Background: an optimization exercise with open tools, aiming at small area. Do not read the settings as production practice. In this exercise RTL edits were held to simulation tests only and were not proved equivalent to the original. The clock port is modelled as an ideal driver; clocking choices that lean on that would not hold on a real chip. Power and IR drop assume default switching activity.

==> flow/design.v (excerpt) <==
module top(reset,clk,ps2clk,ps2data,hsync,vsync, Rout, Gout, Bout,pwm);
input reset,clk;
input ps2clk,ps2data;
output hsync,vsync,pwm;
output [2:0] Rout,Gout,Bout;
reg [1:0] q;
wire tick = &q;
always @(posedge clk)
  if (reset) q <= 2'd0;
  else       q <= q + 2'd1;
reg [9:0]  p;
reg [11:0] k;
reg        b, bt;
wire       p_end = p[9] & p[6] & p[5] & p[4];           
wire       step  = tick & p_end;
wire [9:0] pn = p + {9'd0, tick};
wire [12:0] kn = {1'b0, k} + {12'd0, step};
wire       k_wrap = kn[12];
always @(posedge clk)
  if (reset) begin
    p <= 10'd0; k <= 12'd96; bt <= 1'b0;
  end else begin
    p <= pn & ~({10{step}} & 10'b1001110001);
    k <= kn[11:0] | {5'd0, k_wrap, k_wrap, 5'd0};
    if (tick) bt <= k_wrap;
  end
always @(posedge clk)
  if (reset) b <= 1'b0;
  else if (tick & bt) b <= ~b;
reg [9:0] h;
reg [8:0] v;
wire h_end = h[9] & h[8] & h[5];                       
  ...
For scale: about 16 I/O pins, about 3500 um2 of cells after synthesis.
==> flow/config.mk <==
export PLATFORM = sky130hd
export DESIGN_NAME = top
export DESIGN_NICKNAME = top
export VERILOG_FILES = /design/flow/design.v
export SDC_FILE = /design/flow/constraint.sdc
export NUM_CORES = 4
export LEC_CHECK = 0
export CAP_MARGIN = 20
export CORE_MARGIN = 2
export CORE_UTILIZATION = 40
export SLEW_MARGIN = 20
==> flow/constraint.sdc <==
create_clock -name core_clock -period 10.0 [get_ports {clk}]
set_input_delay 2.0000 -clock core_clock [delete_from_list [all_inputs] [get_ports {clk}]]
set_output_delay 2.0000 -clock core_clock [all_outputs]
set_load 0.01 [all_outputs]
standard.sh (not shown) runs the stock make flow with config.mk's settings and CLKGATE_MAP_FILE= SYNTH_SCRIPT=/design/flow/synth_recipe.tcl, a recipe that flattens the netlist after the stock synthesis.
==> flow/flow/run.sh <==
#!/bin/bash
# Standard synthesis, then an area re-mapping of its combinational logic
# (proven equal before use), then the standard ORFS layout with small port
# buffers and a small clock tree.
set -euo pipefail
R=orfs/results/sky130hd/top/base
LIB=$FLOW_HOME/platforms/sky130hd/lib/sky130_fd_sc_hd__tt_025C_1v80.lib
bash standard.sh synth > synth.log 2>&1
cp $R/1_2_yosys.v std.v
sed "s|@LIB@|$LIB|g" flow/reopt.ys > reopt_run.ys
sed "s|@LIB@|$LIB|g" flow/equiv.ys > equiv_run.ys
if yosys -q -l reopt.log reopt_run.ys > reopt_out.log 2>&1 && \
   yosys -q -l equiv.log equiv_run.ys > equiv_out.log 2>&1; then
  cp reopt.v $R/1_2_yosys.v
  rm -f $R/1_synth.odb $R/1_synth.sdc
  bash standard.sh synth > synth2.log 2>&1
fi
bash standard.sh \
  REMOVE_ABC_BUFFERS=1 CORE_UTILIZATION=70 CAP_MARGIN=0 SLEW_MARGIN=0 \
  BUFFER_PORTS_ARGS="-buffer_cell sky130_fd_sc_hd__buf_1" \
  CTS_ARGS="-sink_clustering_enable -sink_clustering_size 40 -sink_clustering_max_diameter 300 -root_buf sky130_fd_sc_hd__clkbuf_8 -buf_list sky130_fd_sc_hd__clkbuf_4 -dont_use_dummy_load" \
  finish > finish.log 2>&1
Other scripts of this flow, unchanged in this note and not shown: flow/flow/area.abc, flow/flow/equiv.ys, flow/flow/reopt.ys
Then changed:
--- a/flow/flow/run.sh
+++ b/flow/flow/run.sh
@@ -21 +21 @@
-  CTS_ARGS="-sink_clustering_enable -sink_clustering_size 40 -sink_clustering_max_diameter 300 -root_buf sky130_fd_sc_hd__clkbuf_8 -buf_list sky130_fd_sc_hd__clkbuf_4 -dont_use_dummy_load" \
+  CTS_ARGS="-sink_clustering_enable -sink_clustering_size 12 -sink_clustering_max_diameter 60 -root_buf sky130_fd_sc_hd__clkbuf_8 -buf_list sky130_fd_sc_hd__clkbuf_4 -sink_clustering_buffer sky130_fd_sc_hd__clkbuf_4 -dont_use_dummy_load" \
The new run went through all stages and came out clean; wire length rises by 4.0%; fmax rises by 8.7%; register-to-register slack gets better by 0.14 ns.

== run 1 ==
Starting RTL as in the previous note.
Settings: LEC_CHECK=0, CAP_MARGIN=20, CORE_MARGIN=2, CORE_UTILIZATION=40, SLEW_MARGIN=20; clock period 10.0 ns.
==> flow/flow/run.sh <==
#!/bin/bash
# Standard synthesis; its combinational logic re-mapped for area with a few
# seeds of ABC's deepsyn, each proven equal to the standard netlist register by
# register, the smallest kept; then the standard ORFS layout with small port
# buffers and a small clock tree.
set -euo pipefail
R=orfs/results/sky130hd/top/base
LIB=$FLOW_HOME/platforms/sky130hd/lib/sky130_fd_sc_hd__tt_025C_1v80.lib
bash standard.sh synth > synth.log 2>&1
cp $R/1_2_yosys.v std.v
for S in 0 1 2 3; do
  (
    mkdir -p reopt_$S
    cd reopt_$S
    ln -sf ../std.v std.v
    sed "s|@SEED@|$S|" ../flow/area.abc > area_run.abc
    sed "s|@LIB@|$LIB|g" ../flow/reopt.ys > reopt_run.ys
    sed "s|@LIB@|$LIB|g" ../flow/equiv.ys > equiv_run.ys
    if yosys -q -l reopt.log reopt_run.ys > reopt_out.log 2>&1 && \
       yosys -q -l equiv.log equiv_run.ys > equiv_out.log 2>&1; then
      grep "Chip area" reopt.log | tail -1 | awk '{print $NF}' > area.txt
    fi
  ) &
done
wait
best=""; besta=""
for S in 0 1 2 3; do
  if [[ -f reopt_$S/area.txt ]]; then
    a=$(cat reopt_$S/area.txt)
    if [[ -z "$besta" ]] || python3 -c "import sys; sys.exit(0 if $a < $besta else 1)"; then best=$S; besta=$a; fi
  fi
done
echo "reopt areas: $(cat reopt_*/area.txt 2>/dev/null | tr '\n' ' ') best seed: ${best:-none}" > reopt_choice.log
if [[ -n "$best" ]]; then
  cp reopt_$best/reopt.v $R/1_2_yosys.v
  rm -f $R/1_synth.odb $R/1_synth.sdc
  bash standard.sh synth > synth2.log 2>&1
fi
bash standard.sh \
  REMOVE_ABC_BUFFERS=1 CORE_UTILIZATION=70 CAP_MARGIN=0 SLEW_MARGIN=0 \
  BUFFER_PORTS_ARGS="-buffer_cell sky130_fd_sc_hd__buf_1" \
  CTS_ARGS="-sink_clustering_enable -sink_clustering_size 40 -sink_clustering_max_diameter 300 -root_buf sky130_fd_sc_hd__clkbuf_8 -buf_list sky130_fd_sc_hd__clkbuf_4 -dont_use_dummy_load" \
  finish > finish.log 2>&1
==> flow/flow/area.abc <==
strash
&get -n
&deepsyn -T 40 -S @SEED@
&dch -f
&nf -a -R 1000
&put
topo
==> flow/flow/equiv.ys <==
# Prove the re-mapped netlist equal to the standard one, register by register.
read_liberty -ignore_miss_func @LIB@
read_verilog std.v
rename top gold
read_verilog reopt.v
rename top gate
hierarchy -check
check -assert gate
rename -hide gold/w:_*_ gold/c:_*_ gate/w:_*_ gate/c:_*_
flatten gold gate
async2sync
opt_clean
equiv_make gold gate eq
hierarchy -top eq
equiv_simple -seq 1
equiv_induct
equiv_status -assert
Other scripts of this flow, unchanged in this note and not shown: flow/flow/reopt.ys
Run 1 was carried through to the last stage, and its layout satisfied the timing, DRC and antenna checks.
> inputs changed (run 1 -> run 2)
diff --git a/flow/flow/run.sh b/flow/flow/run.sh
--- a/flow/flow/run.sh
+++ b/flow/flow/run.sh
@@ -1,7 +1,8 @@
 #!/bin/bash
 # Standard synthesis; its combinational logic re-mapped for area with a few
-# seeds of ABC's deepsyn, each proven equal to the standard netlist register by
+# seeds of ABC's deepsyn (each run to a fixed count of steps without gain), each proven equal to the standard netlist register by
 # register, the smallest kept; then the standard ORFS layout with small port
-# buffers and a small clock tree.
+# buffers and a small clock tree, each clock buffer then
+# downsized where the clock slew allows.
 set -euo pipefail
 R=orfs/results/sky130hd/top/base
@@ -13,5 +14,5 @@
     mkdir -p reopt_$S
     cd reopt_$S
-    ln -sf ../std.v std.v
+    cp ../std.v std.v
     sed "s|@SEED@|$S|" ../flow/area.abc > area_run.abc
     sed "s|@LIB@|$LIB|g" ../flow/reopt.ys > reopt_run.ys
@@ -38,5 +39,5 @@
 fi
 bash standard.sh \
-  REMOVE_ABC_BUFFERS=1 CORE_UTILIZATION=70 CAP_MARGIN=0 SLEW_MARGIN=0 \
+  REMOVE_ABC_BUFFERS=1 CORE_UTILIZATION=70 CAP_MARGIN=0 SLEW_MARGIN=0 POST_CTS_TCL=$PWD/flow/post_cts.tcl \
   BUFFER_PORTS_ARGS="-buffer_cell sky130_fd_sc_hd__buf_1" \
   CTS_ARGS="-sink_clustering_enable -sink_clustering_size 40 -sink_clustering_max_diameter 300 -root_buf sky130_fd_sc_hd__clkbuf_8 -buf_list sky130_fd_sc_hd__clkbuf_4 -dont_use_dummy_load" \
==> flow/flow/area.abc <==
strash
&get -n
&deepsyn -J 300 -T 900 -S @SEED@
&dch -f
&nf -a -R 1000
&put
topo
diff --git a/flow/flow/equiv.ys b/flow/flow/equiv.ys
--- a/flow/flow/equiv.ys
+++ b/flow/flow/equiv.ys
@@ -7,4 +7,5 @@
 hierarchy -check
 check -assert gate
+select -assert-none gate/t:$*
 rename -hide gold/w:_*_ gold/c:_*_ gate/w:_*_ gate/c:_*_
 flatten gold gate
==> flow/flow/post_cts.tcl (new file) <==
# After clock tree synthesis: give each clock buffer the smallest of clkbuf_2
# and clkbuf_4 that keeps every flip-flop clock pin's slew under 100 ps
# (placement estimate), then legalize the placement again.
set smaller {sky130_fd_sc_hd__clkbuf_2 sky130_fd_sc_hd__clkbuf_4}
set limit 0.100
proc max_clk_slew {} {
  estimate_parasitics -placement
  set m 0.0
  foreach p [all_registers -clock_pins] {
    set s [get_property $p slew_max]
    if {$s > $m} { set m $s }
  }
  return $m
}
puts "clock slew before sizing: [max_clk_slew]"
# leaves first, root last
set bufs [lsort -decreasing [lmap c [get_cells clkbuf_*] {get_full_name $c}]]
foreach name $bufs {
  set c [get_cells $name]
  set old [get_property $c ref_name]
  set done 0
  foreach small $smaller {
    if {$old eq $small} { set done 1; break }
    replace_cell $name $small
    set s [max_clk_slew]
    if {$s <= $limit} {
      puts "resize $name to $small ($s)"
      set done 1
      break
    }
  }
  if {!$done} {
    replace_cell $name $old
    puts "keep $name as $old"
  }
}
puts "clock slew after sizing: [max_clk_slew]"
detailed_placement
check_placement -verbose
Results
- Run 2 went all the way through the flow, and no timing, DRC or antenna check failed.
- Delta (run 2 minus run 1): overall track demand over capacity in global routing lost 2.8 points, combinational share of power shows no meaningful change, shortest clock period the worst path allows after layout fell by 0.27 ns.
- Overall power consumption (higher): run 1
--- input diff run 2..run 3 ---
diff --git a/flow/flow/run.sh b/flow/flow/run.sh
--- a/flow/flow/run.sh
+++ b/flow/flow/run.sh
@@ -1,5 +1,5 @@
 #!/bin/bash
 # Standard synthesis; its combinational logic re-mapped for area with a few
-# seeds of ABC's deepsyn (each run to a fixed count of steps without gain), each proven equal to the standard netlist register by
+# seeds of ABC's deepsyn, each proven equal to the standard netlist register by
 # register, the smallest kept; then the standard ORFS layout with small port
 # buffers and a small clock tree, each clock buffer then
==> flow/flow/area.abc <==
strash
&get -n
&deepsyn -T 40 -S @SEED@
&dch -f
&nf -a -R 1000
&put
topo
diff --git a/flow/flow/equiv.ys b/flow/flow/equiv.ys
--- a/flow/flow/equiv.ys
+++ b/flow/flow/equiv.ys
@@ -7,5 +7,4 @@
 hierarchy -check
 check -assert gate
-select -assert-none gate/t:$*
 rename -hide gold/w:_*_ gold/c:_*_ gate/w:_*_ gate/c:_*_
 flatten gold gate
Results
- Run 3 reached the final stage; the timing, DRC and antenna checks on its layout passed.
- Run 3 vs run 2 — global-route wire length before repair rose 1100 um.
- Sequential share of layout area delta (run 2 -> run 3): insignificant
- Compared to run 2, run 3 shows a narrower setup margin.
- Run comparison: run 3 cell at the slowest stage of the critical path or3_1; run 2 cell at the slowest stage of the critical path nor4_1
- Sort run 3 and run 2 by placed cell area asc -> top: run 2
- From run 2 to run 3 the numbers moved as follows: total power shows an increase of 5.4 uW; maximum frequency shows a reduction of about 3.5%.
- Between run 2 and run 3, the flow reports number of vias per cell increasing slightly.

lane 1:
top, a different RTL version from the one above (not shown whole).
Size: ~390 cells after synthesis, ~16 I/O pins, ~0.0034 mm² of cells after synthesis.
clock: 10.0 ns
lec_check: 0
cap_margin: 20
core_margin: 2
core_utilization: 40
slew_margin: 20
==> flow/flow/run.sh <==
#!/bin/bash
# Standard synthesis; its combinational logic re-mapped for area with a few
# seeds of ABC's deepsyn (each run to a fixed count of steps without gain), each proven equal to the standard netlist register by
# register, the smallest kept; then the standard ORFS layout with small port
# buffers and a small clock tree, each clock buffer then
# downsized where the clock slew allows.
set -euo pipefail
R=orfs/results/sky130hd/top/base
LIB=$FLOW_HOME/platforms/sky130hd/lib/sky130_fd_sc_hd__tt_025C_1v80.lib
bash standard.sh synth > synth.log 2>&1
cp $R/1_2_yosys.v std.v
for S in 0 1 2 3; do
  (
    mkdir -p reopt_$S
    cd reopt_$S
    cp ../std.v std.v
    sed "s|@SEED@|$S|" ../flow/area.abc > area_run.abc
    sed "s|@LIB@|$LIB|g" ../flow/reopt.ys > reopt_run.ys
    sed "s|@LIB@|$LIB|g" ../flow/equiv.ys > equiv_run.ys
    if yosys -q -l reopt.log reopt_run.ys > reopt_out.log 2>&1 && \
       yosys -q -l equiv.log equiv_run.ys > equiv_out.log 2>&1; then
      grep "Chip area" reopt.log | tail -1 | awk '{print $NF}' > area.txt
    fi
  ) &
done
wait
best=""; besta=""
for S in 0 1 2 3; do
  if [[ -f reopt_$S/area.txt ]]; then
    a=$(cat reopt_$S/area.txt)
    if [[ -z "$besta" ]] || python3 -c "import sys; sys.exit(0 if $a < $besta else 1)"; then best=$S; besta=$a; fi
  fi
done
echo "reopt areas: $(cat reopt_*/area.txt 2>/dev/null | tr '\n' ' ') best seed: ${best:-none}" > reopt_choice.log
if [[ -n "$best" ]]; then
  cp reopt_$best/reopt.v $R/1_2_yosys.v
  rm -f $R/1_synth.odb $R/1_synth.sdc
  bash standard.sh synth > synth2.log 2>&1
fi
bash standard.sh \
  REMOVE_ABC_BUFFERS=1 CORE_UTILIZATION=82 CAP_MARGIN=0 SLEW_MARGIN=0 POST_CTS_TCL=$PWD/flow/post_cts.tcl \
  BUFFER_PORTS_ARGS="-buffer_cell sky130_fd_sc_hd__buf_1" \
  CTS_ARGS="-sink_clustering_enable -sink_clustering_size 40 -sink_clustering_max_diameter 300 -root_buf sky130_fd_sc_hd__clkbuf_8 -buf_list sky130_fd_sc_hd__clkbuf_4 -dont_use_dummy_load" \
  finish > finish.log 2>&1
==> flow/flow/post_cts.tcl <==
# After clock tree synthesis: give each clock buffer the smallest of clkbuf_2
# and clkbuf_4 that keeps every flip-flop clock pin's slew under 106 ps
# (placement estimate), then legalize the placement again.
set smaller {sky130_fd_sc_hd__clkbuf_2 sky130_fd_sc_hd__clkbuf_4}
set limit 0.106
proc max_clk_slew {} {
  estimate_parasitics -placement
  set m 0.0
  foreach p [all_registers -clock_pins] {
    set s [get_property $p slew_max]
    if {$s > $m} { set m $s }
  }
  return $m
}
puts "clock slew before sizing: [max_clk_slew]"
# leaves first, root last
set bufs [lsort -decreasing [lmap c [get_cells clkbuf_*] {get_full_name $c}]]
foreach name $bufs {
  set c [get_cells $name]
  set old [get_property $c ref_name]
  set done 0
  foreach small $smaller {
    if {$old eq $small} { set done 1; break }
    replace_cell $name $small
    set s [max_clk_slew]
    if {$s <= $limit} {
      puts "resize $name to $small ($s)"
      set done 1
      break
    }
  }
  if {!$done} {
    replace_cell $name $old
    puts "keep $name as $old"
  }
}
puts "clock slew after sizing: [max_clk_slew]"
detailed_placement
check_placement -verbose
Other scripts of this flow, unchanged in this note and not shown: flow/flow/area.abc, flow/flow/equiv.ys, flow/flow/reopt.ys
Lane 1 completed end to end with timing, DRC and antenna clean.
The following lists how lane 2 was set up differently from lane 1:
-- flow/flow/run.sh --
<<< lane 1, line 39
fi
bash standard.sh \
  REMOVE_ABC_BUFFERS=1 CORE_UTILIZATION=82 CAP_MARGIN=0 SLEW_MARGIN=0 POST_CTS_TCL=$PWD/flow/post_cts.tcl \
  BUFFER_PORTS_ARGS="-buffer_cell sky130_fd_sc_hd__buf_1" \
  CTS_ARGS="-sink_clustering_enable -sink_clustering_size 40 -sink_clustering_max_diameter 300 -root_buf sky130_fd_sc_hd__clkbuf_8 -buf_list sky130_fd_sc_hd__clkbuf_4 -dont_use_dummy_load" \
>>> lane 2, line 39
fi
bash standard.sh \
  REMOVE_ABC_BUFFERS=1 CORE_UTILIZATION=80 CAP_MARGIN=0 SLEW_MARGIN=0 POST_CTS_TCL=$PWD/flow/post_cts.tcl \
  BUFFER_PORTS_ARGS="-buffer_cell sky130_fd_sc_hd__buf_1" \
  CTS_ARGS="-sink_clustering_enable -sink_clustering_size 40 -sink_clustering_max_diameter 300 -root_buf sky130_fd_sc_hd__clkbuf_8 -buf_list sky130_fd_sc_hd__clkbuf_4 -dont_use_dummy_load" \
-- flow/flow/post_cts.tcl --
<<< lane 1, line 1
# After clock tree synthesis: give each clock buffer the smallest of clkbuf_2
# and clkbuf_4 that keeps every flip-flop clock pin's slew under 106 ps
# (placement estimate), then legalize the placement again.
set smaller {sky130_fd_sc_hd__clkbuf_2 sky130_fd_sc_hd__clkbuf_4}
set limit 0.106
proc max_clk_slew {} {
  estimate_parasitics -placement
>>> lane 2, line 1
# After clock tree synthesis: give each clock buffer the smallest of clkbuf_2
# and clkbuf_4 that keeps every flip-flop clock pin's slew under 100 ps
# (placement estimate), then legalize the placement again.
set smaller {sky130_fd_sc_hd__clkbuf_2 sky130_fd_sc_hd__clkbuf_4}
set limit 0.100
proc max_clk_slew {} {
  estimate_parasitics -placement
==> notes.md <==
Lane 2 vs lane 1: routed wire length down. Global-route usage: lane 2 and lane 1 compared, higher one is lane 1. Lane 1 → lane 2: critical path arrival increased by 0.02 ns relative to the old numbers; worst hold slack rose 0.0061 ns; maximum number of pins on one net before global-route repair shows no meaningful change; internal power went up.
Edits applied to the flow inputs when going from lane 2 to lane 3:
-- flow/flow/run.sh --
<<< lane 2, line 39
fi
bash standard.sh \
  REMOVE_ABC_BUFFERS=1 CORE_UTILIZATION=80 CAP_MARGIN=0 SLEW_MARGIN=0 POST_CTS_TCL=$PWD/flow/post_cts.tcl \
  BUFFER_PORTS_ARGS="-buffer_cell sky130_fd_sc_hd__buf_1" \
  CTS_ARGS="-sink_clustering_enable -sink_clustering_size 40 -sink_clustering_max_diameter 300 -root_buf sky130_fd_sc_hd__clkbuf_8 -buf_list sky130_fd_sc_hd__clkbuf_4 -dont_use_dummy_load" \
>>> lane 3, line 39
fi
bash standard.sh \
  REMOVE_ABC_BUFFERS=1 CORE_UTILIZATION=82 CAP_MARGIN=0 SLEW_MARGIN=0 POST_CTS_TCL=$PWD/flow/post_cts.tcl \
  BUFFER_PORTS_ARGS="-buffer_cell sky130_fd_sc_hd__buf_1" \
  CTS_ARGS="-sink_clustering_enable -sink_clustering_size 40 -sink_clustering_max_diameter 300 -root_buf sky130_fd_sc_hd__clkbuf_8 -buf_list sky130_fd_sc_hd__clkbuf_4 -dont_use_dummy_load" \
Findings:
Any difference in number of failing hold endpoints at the final stage between lane 3 and lane 2 is small enough to ignore. Lane 3 completed every stage of the flow, and the final layout passed the timing, DRC and antenna checks. Going from lane 2 to lane 3, first-iteration detailed-routing DRC count grew by more than a quarter. The setup slack of lane 3 is larger than that of lane 2. Lane 3 vs lane 2, area overhead of the layout relative to synthesis went down by 0.44 points. Higher core utilization goes to lane 3 over lane 2. Lane 3 vs lane 2 — post-route cell area dropped slightly.
What lane 4 does differently from lane 3 at the input level:
-- flow/flow/run.sh --
<<< lane 3, line 39
fi
bash standard.sh \
  REMOVE_ABC_BUFFERS=1 CORE_UTILIZATION=82 CAP_MARGIN=0 SLEW_MARGIN=0 POST_CTS_TCL=$PWD/flow/post_cts.tcl \
  BUFFER_PORTS_ARGS="-buffer_cell sky130_fd_sc_hd__buf_1" \
  CTS_ARGS="-sink_clustering_enable -sink_clustering_size 40 -sink_clustering_max_diameter 300 -root_buf sky130_fd_sc_hd__clkbuf_8 -buf_list sky130_fd_sc_hd__clkbuf_4 -dont_use_dummy_load" \
>>> lane 4, line 39
fi
bash standard.sh \
  REMOVE_ABC_BUFFERS=1 CORE_UTILIZATION=90 CAP_MARGIN=0 SLEW_MARGIN=0 POST_CTS_TCL=$PWD/flow/post_cts.tcl \
  BUFFER_PORTS_ARGS="-buffer_cell sky130_fd_sc_hd__buf_1" \
  CTS_ARGS="-sink_clustering_enable -sink_clustering_size 40 -sink_clustering_max_diameter 300 -root_buf sky130_fd_sc_hd__clkbuf_8 -buf_list sky130_fd_sc_hd__clkbuf_4 -dont_use_dummy_load" \
Notes after the runs:
Lane 4: it failed during global placement without I/O, and the tool reported GPL-0301. Between lane 4 and lane 3, the average footprint of a synthesized cell does not differ in any meaningful way. Taking lane 3 as the reference, in lane 4 synthesized area essentially unchanged, vertical die dimension decreased 4.3%, effective utilization at floorplan increased 8.6 points. Die extent in x shrinks by a few percent when moving from lane 3 to lane 4. Sort lane 3 and lane 4 by number of cell rows, ascending, and lane 4 comes first. Lane 3 -> lane 4: synthesized cell count delta 0, exact match.
For lane 5, these inputs were changed with respect to lane 4:
-- flow/flow/run.sh --
<<< lane 4, line 39
fi
bash standard.sh \
  REMOVE_ABC_BUFFERS=1 CORE_UTILIZATION=90 CAP_MARGIN=0 SLEW_MARGIN=0 POST_CTS_TCL=$PWD/flow/post_cts.tcl \
  BUFFER_PORTS_ARGS="-buffer_cell sky130_fd_sc_hd__buf_1" \
  CTS_ARGS="-sink_clustering_enable -sink_clustering_size 40 -sink_clustering_max_diameter 300 -root_buf sky130_fd_sc_hd__clkbuf_8 -buf_list sky130_fd_sc_hd__clkbuf_4 -dont_use_dummy_load" \
>>> lane 5, line 39
fi
bash standard.sh \
  REMOVE_ABC_BUFFERS=1 CORE_UTILIZATION=80 CAP_MARGIN=0 SLEW_MARGIN=0 POST_CTS_TCL=$PWD/flow/post_cts.tcl \
  BUFFER_PORTS_ARGS="-buffer_cell sky130_fd_sc_hd__buf_1" \
  CTS_ARGS="-sink_clustering_enable -sink_clustering_size 40 -sink_clustering_max_diameter 300 -root_buf sky130_fd_sc_hd__clkbuf_8 -buf_list sky130_fd_sc_hd__clkbuf_4 -dont_use_dummy_load" \
-- flow/flow/post_cts.tcl --
<<< lane 4, line 1
# After clock tree synthesis: give each clock buffer the smallest of clkbuf_2
# and clkbuf_4 that keeps every flip-flop clock pin's slew under 100 ps
# (placement estimate), then legalize the placement again.
set smaller {sky130_fd_sc_hd__clkbuf_2 sky130_fd_sc_hd__clkbuf_4}
set limit 0.100
proc max_clk_slew {} {
  estimate_parasitics -placement
>>> lane 5, line 1
# After clock tree synthesis: give each clock buffer the smallest of clkbuf_2
# and clkbuf_4 that keeps every flip-flop clock pin's slew under 106 ps
# (placement estimate), then legalize the placement again.
set smaller {sky130_fd_sc_hd__clkbuf_2 sky130_fd_sc_hd__clkbuf_4}
set limit 0.106
proc max_clk_slew {} {
  estimate_parasitics -placement
### Flow results
Re area after synthesis: no difference whatsoever between lane 4 and lane 5.
On height of the die, the higher figure sits with lane 5, not lane 4.
Against lane 4, lane 5 reports a die width that is higher.
Lane 5 finished end to end and its layout was clean on timing, DRC and antenna.
Lane 4 -> lane 5: instance count of the mapped netlist delta 0, exact match
Compared with lane 4, in lane 5 number of standard-cell rows in the floorplan up 4.5%; average instance area after synthesis flat; effective utilization at floorplan down 9.8 points.

afterwards: timing with drivers on the ports:
No port has a modelled driver above. Below, the same layouts with a new extraction and two added sets of constraints. Step 1: set_driving_cell puts a clkbuf_16 on clk and a buf_2 on each other input, an assumption about the parent block. Step 2 adds t to the input delays and takes it off the output delays; t is the mean of the earliest and latest rising clock arrival at the registers after step 1. Input paths then give back, and output paths get back, about the clock's delay inside the block. Three values: no drivers, after step 1, after step 2; two values: the first two.
run	shift t [ns]	setup slack, ns	clock arrival spread, ns	slew at the worst register clock pin (ns)	pins driven straight from the clock port
the first run of note 1	0.362	3.536 / 3.514 / 3.514	0.015 / 0.015	0.08 / 0.08	1
the second run of note 1	0.366	4.052 / 4.028 / 4.028	0.033 / 0.033	0.09 / 0.09	1
run 1	0.366	4.052 / 4.028 / 4.028	0.033 / 0.033	0.09 / 0.09	1
run 2	0.430	4.317 / 4.296 / 4.296	0.028 / 0.028	0.10 / 0.10	1
run 3	0.370	4.110 / 4.083 / 4.083	0.033 / 0.033	0.11 / 0.11	1
lane 1	0.540	3.766 / 3.743 / 3.743	0.034 / 0.034	0.11 / 0.11	1
lane 2	0.382	3.747 / 3.715 / 3.715	0.032 / 0.032	0.10 / 0.10	1
lane 3	0.543	3.755 / 3.733 / 3.733	0.039 / 0.039	0.11 / 0.11	1
lane 5	0.546	3.746 / 3.716 / 3.716	0.031 / 0.031	0.11 / 0.11	1
After both steps setup and hold are still met in every run listed. The setup slack of lane 2, which loses most, moves by -0.032 ns with the drivers and by -0.032 ns with both steps.
